This design comes from an exercise in tuning for small area, a short achievable clock period and few clock cycles per item on the open sky130 flow, not from production work. RTL that was checked went through simulation tests only; none was proved equivalent to the original. Power is estimated from default activity; no workload was simulated.

## run a
Design top_module, start of the top module:
module top_module(clk, reset, INIT, READY, DONE,
                  input_ram_en, input_ram_addr, input_ram_data,
                  filter_rom_en, filter_rom_addr, filter_rom_data,
                  conv_valid, conv_out);
input clk;
input reset;
input INIT;
output READY;
output DONE;
output input_ram_en;
output [9:0] input_ram_addr;
input [63:0] input_ram_data;
output filter_rom_en;
output filter_rom_addr;
input [63:0] filter_rom_data;
output conv_valid;
output [19:0] conv_out;
reg ready_q;
reg rd_en;
reg [9:0] rd_addr;
wire start = ready_q & INIT;
wire rd_last = (rd_addr == 10'd513);
always @(posedge clk) begin
    if (!reset) begin
        ready_q <= 1'b1;
        rd_en <= 1'b0;
        rd_addr <= 10'd0;
    end else begin
        if (start) begin
            ready_q <= 1'b0;
            rd_en <= 1'b1;
            rd_addr <= 10'd0;
        end else if (rd_en) begin
            rd_addr <= rd_addr + 10'd1;
            if (rd_last) rd_en <= 1'b0;
        end
        if (DONE) ready_q <= 1'b1;
    end
end
assign READY = ready_q;
assign input_ram_en = rd_en;
assign input_ram_addr = rd_addr;
assign filter_rom_en = rd_en;
assign filter_rom_addr = rd_addr[0];
reg [4:0] vo_p;
reg [4:0] last_p;
always @(posedge clk) begin
    if (!reset) begin
        vo_p <= 5'd0;
        last_p <= 5'd0;
    end else begin
        vo_p <= {vo_p[3:0], rd_en & rd_addr[0]};
        last_p <= {last_p[3:0], rd_en & rd_last};
    end
end
assign conv_valid = vo_p[4];
assign DONE = last_p[4];
reg [0:0] g_q;
always @(posedge clk)
    g_q <= {1{vo_p[2]}};
reg [19:0] acc;
wire p1;
wire p2;
wire p3;
wire p4;
wire p5;
wire p6;
wire p7;
wire p8;
wire p9;
wire p10;
wire p11;
wire p12;
wire p13;
wire p14;
wire p15;
wire p16;
wire p17;
wire p18;
wire p19;
wire p20;
wire p21;
wire p22;
wire p23;
wire p24;
wire p25;
wire p26;
wire p27;
wire p28;
wire p29;
wire p30;
wire p31;
wire p32;
wire p33;
wire p34;
wire p35;
  ...
Size in the first run: about 1700 cells after synthesis, ~350 flip-flops, about 170 I/O pins.
==> flow/config.mk <==
export PLATFORM = sky130hd
export DESIGN_NAME = top_module
export DESIGN_NICKNAME = top_module
export VERILOG_FILES = /design/flow/design.v
export SDC_FILE = /design/flow/constraint.sdc
export NUM_CORES = 4
export LEC_CHECK = 0
export CAP_MARGIN = 20
export CORE_MARGIN = 2
export CORE_UTILIZATION = 60
export PLACE_DENSITY = 0.8
export SETUP_SLACK_MARGIN = 3.5
export SLEW_MARGIN = 20
export SYNTH_HIERARCHICAL = 1
export SYNTH_MINIMUM_KEEP_SIZE = 0
==> flow/constraint.sdc <==
create_clock -name core_clock -period 6.0 [get_ports {clk}]
set_input_delay 1.2000 -clock core_clock [delete_from_list [all_inputs] [get_ports {clk}]]
set_output_delay 1.2000 -clock core_clock [all_outputs]
set_load 0.01 [all_outputs]
standard.sh (not shown) runs the stock make flow with config.mk's settings and CLKGATE_MAP_FILE= SYNTH_SCRIPT=/design/flow/synth_recipe.tcl, a recipe that flattens the netlist after the stock synthesis.
==> flow/flow/run.sh <==
#!/bin/bash
# Layout flow: the standard ORFS flow (standard.sh), with these changes:
#  - port buffers: at the start of global placement, flow/pre_gpl.tcl removes the
#    synthesis buffers (as the standard flow does there) and puts a
#    sky130_fd_sc_hd__buf_4 on every input port and a sky130_fd_sc_hd__buf_1 on every
#    output port, in place of the standard buffer_ports call; they are kept through
#    the step's own remove_buffers and released for timing repair by
#    flow/post_gpl.tcl;
#  - clock tree synthesis arguments: -sink_clustering_enable -repair_clock_nets -dont_use_dummy_load -buf_list sky130_fd_sc_hd__clkbuf_8 -sink_clustering_size 15 -sink_clustering_max_diameter 60
# The whole make output goes to flow_make.log in the work folder; ORFS also keeps
# each step's own log under orfs/logs/.
set -euo pipefail
export CTS_ARGS="-sink_clustering_enable -repair_clock_nets -dont_use_dummy_load -buf_list sky130_fd_sc_hd__clkbuf_8 -sink_clustering_size 15 -sink_clustering_max_diameter 60"
bash standard.sh "DONT_BUFFER_PORTS=1" "PRE_GLOBAL_PLACE_TCL=$PWD/flow/pre_gpl.tcl" "POST_GLOBAL_PLACE_TCL=$PWD/flow/post_gpl.tcl" "CTS_ARGS=$CTS_ARGS" finish > flow_make.log 2>&1
==> flow/flow/post_gpl.tcl <==
# Let timing repair resize the port buffers again.
unset_dont_touch [get_cells {input* output*}]
==> flow/flow/pre_gpl.tcl <==
# Buffer every input and output port (the standard flow's buffer_ports, with chosen cells).
remove_buffers
buffer_ports -inputs -buffer_cell sky130_fd_sc_hd__buf_4
buffer_ports -outputs -buffer_cell sky130_fd_sc_hd__buf_1
set_dont_touch [get_cells {input* output*}]
puts "port buffers: [llength [get_cells {input* output*}]]"
Run a did not stop at any stage, and its layout met the timing, design-rule and antenna checks.
Testbench counts of run a, summed over its fixed seeds: cycles 8,320, items 4,112.
### run a -> run b
Settings: CORE_UTILIZATION now 50, was 60; PLACE_DENSITY now 0.7, was 0.8.
==> comparison <==
- Where floorplan core area is concerned, run a is better than run b.
- Run b vs run a, critical path depth went down by 5.
- Sequential share of layout area sits lower in run b than in run a.
- Diff run b..run a | internal reg-to-reg setup slack | negligible
- In the tables for run b and run a, worst setup slack reads lower with run b.
- Post-route clock period utilization: run b vs run a, no meaningful difference
- Per the final summary, run b finished and its layout is clean on timing, DRC and antenna.
- Design area delta (run b − run a): unfavourable
- Final period demand of the worst path ends up higher on run b.

* * *

Another version of the RTL of top_module (not shown whole).
For scale: about 190 flip-flops, about 170 I/O pins, roughly 18000 sq um of cells after synthesis.
clock: 6.0 ns
lec_check: 0
cap_margin: 20
core_margin: 2
core_utilization: 40
place_density: 0.6
setup_slack_margin: 3.0
slew_margin: 20
synth_hierarchical: 1
synth_minimum_keep_size: 0
run.sh (not shown) runs the stock make flow with config.mk's settings and CLKGATE_MAP_FILE= SYNTH_SCRIPT=/design/flow/synth_recipe.tcl, a recipe that flattens the netlist after the stock synthesis.
Stock flow here: none of the scripts above is used.
==> next run, changes <==
--- a/flow/config.mk
+++ b/flow/config.mk
@@ -10,0 +11,2 @@
+export CTS_BUF_LIST = sky130_fd_sc_hd__clkbuf_8
+export CTS_CLUSTER_SIZE = 20
The new run ran to the end with no violations.
Clock skew increases by 0.0095 ns.
Clock power falls by 23%.
Via count shrinks by 0.77%.
Synthesized cell count stays the same.
First-iteration DRC count fell by 2.9%.
Function was not checked in any run of this note: the RTL went through the layout flow alone.

* * *

top_module with an RTL version that a note above also has.
For scale: about 1700 cells after synthesis, ~350 flip-flops, ~170 I/O pins.
==> flow/config.mk <==
export PLATFORM = sky130hd
export DESIGN_NAME = top_module
export DESIGN_NICKNAME = top_module
export VERILOG_FILES = /design/flow/design.v
export SDC_FILE = /design/flow/constraint.sdc
export NUM_CORES = 4
export LEC_CHECK = 0
export CAP_MARGIN = 20
export CORE_MARGIN = 2
export CORE_UTILIZATION = 55
export GPL_ROUTABILITY_DRIVEN = 0
export PLACE_DENSITY = 0.75
export SETUP_SLACK_MARGIN = 3.5
export SLEW_MARGIN = 20
export SYNTH_HIERARCHICAL = 1
export SYNTH_MINIMUM_KEEP_SIZE = 0
==> flow/constraint.sdc <==
create_clock -name core_clock -period 6.0 [get_ports {clk}]
set_input_delay 1.2000 -clock core_clock [delete_from_list [all_inputs] [get_ports {clk}]]
set_output_delay 1.2000 -clock core_clock [all_outputs]
set_load 0.01 [all_outputs]
standard.sh (not shown) runs the stock make flow with config.mk's settings and CLKGATE_MAP_FILE= SYNTH_SCRIPT=/design/flow/synth_recipe.tcl, a recipe that flattens the netlist after the stock synthesis.
==> flow/flow/run.sh <==
#!/bin/bash
# Layout flow: the standard ORFS flow (standard.sh), with these changes:
#  - port buffers: at the start of global placement, flow/pre_gpl.tcl removes the
#    synthesis buffers (as the standard flow does there) and puts a
#    sky130_fd_sc_hd__buf_2 on every input port and a sky130_fd_sc_hd__buf_1 on every
#    output port, in place of the standard buffer_ports call; they are kept through
#    the step's own remove_buffers and released for timing repair by
#    flow/post_gpl.tcl;
#  - clock tree synthesis arguments: -sink_clustering_enable -repair_clock_nets -dont_use_dummy_load -buf_list sky130_fd_sc_hd__clkbuf_8 -sink_clustering_size 15 -sink_clustering_max_diameter 60
# The whole make output goes to flow_make.log in the work folder; ORFS also keeps
# each step's own log under orfs/logs/.
set -euo pipefail
export CTS_ARGS="-sink_clustering_enable -repair_clock_nets -dont_use_dummy_load -buf_list sky130_fd_sc_hd__clkbuf_8 -sink_clustering_size 15 -sink_clustering_max_diameter 60"
bash standard.sh "DONT_BUFFER_PORTS=1" "PRE_GLOBAL_PLACE_TCL=$PWD/flow/pre_gpl.tcl" "POST_GLOBAL_PLACE_TCL=$PWD/flow/post_gpl.tcl" "CTS_ARGS=$CTS_ARGS" finish > flow_make.log 2>&1
==> flow/flow/pre_gpl.tcl <==
# Buffer every input and output port (the standard flow's buffer_ports, with chosen cells).
remove_buffers
buffer_ports -inputs -buffer_cell sky130_fd_sc_hd__buf_2
buffer_ports -outputs -buffer_cell sky130_fd_sc_hd__buf_1
set_dont_touch [get_cells {input* output*}]
puts "port buffers: [llength [get_cells {input* output*}]]"
Scripts as last shown in full above: flow/flow/post_gpl.tcl
The baseline completed with no timing, DRC or antenna violations.
Testbench counts at the start, summed over its fixed seeds: cycles 8,320, items 4,112.
==> next run, changes <==
--- a/flow/flow/run.sh
+++ b/flow/flow/run.sh
@@ -5 +5 @@
-#    sky130_fd_sc_hd__buf_2 on every input port and a sky130_fd_sc_hd__buf_1 on every
+#    sky130_fd_sc_hd__buf_4 on every input port and a sky130_fd_sc_hd__buf_1 on every
--- a/flow/flow/pre_gpl.tcl
+++ b/flow/flow/pre_gpl.tcl
@@ -3 +3 @@
-buffer_ports -inputs -buffer_cell sky130_fd_sc_hd__buf_2
+buffer_ports -inputs -buffer_cell sky130_fd_sc_hd__buf_4
--- a/flow/config.mk
+++ b/flow/config.mk
@@ -11 +10,0 @@
-export GPL_ROUTABILITY_DRIVEN = 0
@@ -16,0 +16 @@
+export TNS_END_PERCENT = 5
After rerunning: Total power hardly moves. Hold slack improves by 0.0065 ns. Cell count stays flat. Cell area grows by 0.87%. Sequential cell count does not change. Setup slack is about the same. Global-route usage hardly moves.
==> next run, changes <==
--- a/flow/config.mk
+++ b/flow/config.mk
@@ -12 +12 @@
-export SETUP_SLACK_MARGIN = 3.5
+export SETUP_SLACK_MARGIN = 3.7
@@ -16 +15,0 @@
-export TNS_END_PERCENT = 5
Outcome: Via count shrinks by 1.7%. Routed wire length is higher by 3.3%. Sequential power hardly moves. Die area does not change. Clock skew goes down by 0.012 ns.
==> next run, changes <==
--- a/flow/config.mk
+++ b/flow/config.mk
@@ -12 +12 @@
-export SETUP_SLACK_MARGIN = 3.7
+export SETUP_SLACK_MARGIN = 3.6
Flip-flop and latch count stays the same.
Setup slack improved by 0.029 ns.
Fmax grows slightly.
Final area shrinks by a few percent.
Utilization shrinks by 3.3 points.
==> next run, changes <==
--- a/flow/config.mk
+++ b/flow/config.mk
@@ -12 +12 @@
-export SETUP_SLACK_MARGIN = 3.6
+export SETUP_SLACK_MARGIN = 3.5
=>
- The changed run produced a clean layout
- routed wire length decreases by 5.6%
- worst setup slack is better by 0.0074 ns
- sequential power hardly moves
- sequential share of layout area increases by 0.74 points
- flip-flop and latch count is unchanged
- worst hold slack is worse by 0.018 ns
- combinational power decreases by about 1%
==> next run, changes <==
--- a/flow/flow/run.sh
+++ b/flow/flow/run.sh
@@ -5 +5 @@
-#    sky130_fd_sc_hd__buf_4 on every input port and a sky130_fd_sc_hd__buf_1 on every
+#    sky130_fd_sc_hd__buf_1 on every input port and a sky130_fd_sc_hd__buf_1 on every
--- a/flow/flow/pre_gpl.tcl
+++ b/flow/flow/pre_gpl.tcl
@@ -3 +3 @@
-buffer_ports -inputs -buffer_cell sky130_fd_sc_hd__buf_4
+buffer_ports -inputs -buffer_cell sky130_fd_sc_hd__buf_1
=> The changed run produced a clean layout; count of clock-buffer cells in the layout goes up by 1; sequential share of layout area rose by 0.13 points; area after synthesis does not change; global-route usage went up by 0.33 points; sequential power barely changes; cell count climbs by 0.48%.

## re-timing with driven ports
The flow's constraints put no driver on any port. The routed layouts listed below were extracted and timed again, unchanged, in two steps.
Step 1 assumes that a clkbuf_16 drives the clock port and a buf_2 every other input.
Step 2 adds t to the input delays and takes it off the output delays; t is the mean of the earliest and latest rising clock arrival at the registers after step 1. Input paths then give back, and output paths get back, about the clock's delay inside the block.
Three values: ideal, step 1, step 2; two values: the first two.
run | t (ns) | setup slack, ns | hold WS [ns]
run a | 0.599 | 3.522 / 3.522 / 3.004 | 0.301 / 0.301 / 0.301
run b | 0.633 | 3.514 / 3.514 / 3.053 | 0.287 / 0.287 / 0.287
the first run of note 2 | 0.518 | 2.836 / 2.826 / 2.308 | 0.330 / 0.330 / 0.330
the second run of note 2 | 0.558 | 2.912 / 2.892 / 2.334 | 0.335 / 0.335 / 0.335
the first run of note 3 | 0.655 | 3.500 / 3.500 / 2.895 | 0.324 / 0.324 / 0.324
the second run of note 3 | 0.597 | 3.499 / 3.499 / 3.026 | 0.330 / 0.330 / 0.330
the third run of note 3 | 0.645 | 3.491 / 3.491 / 3.062 | 0.321 / 0.321 / 0.321
the fourth run of note 3 | 0.665 | 3.520 / 3.520 / 2.985 | 0.333 / 0.333 / 0.333
the fifth run of note 3 | 0.602 | 3.527 / 3.527 / 2.990 | 0.315 / 0.315 / 0.315
the sixth run of note 3 | 0.588 | 3.467 / 3.489 / 2.901 | 0.327 / 0.327 / 0.327
After both steps setup and hold are still met in every run listed. For the first run of note 3, which loses most, drivers alone change the setup slack by 0.000 ns; drivers and shift together by -0.605 ns.
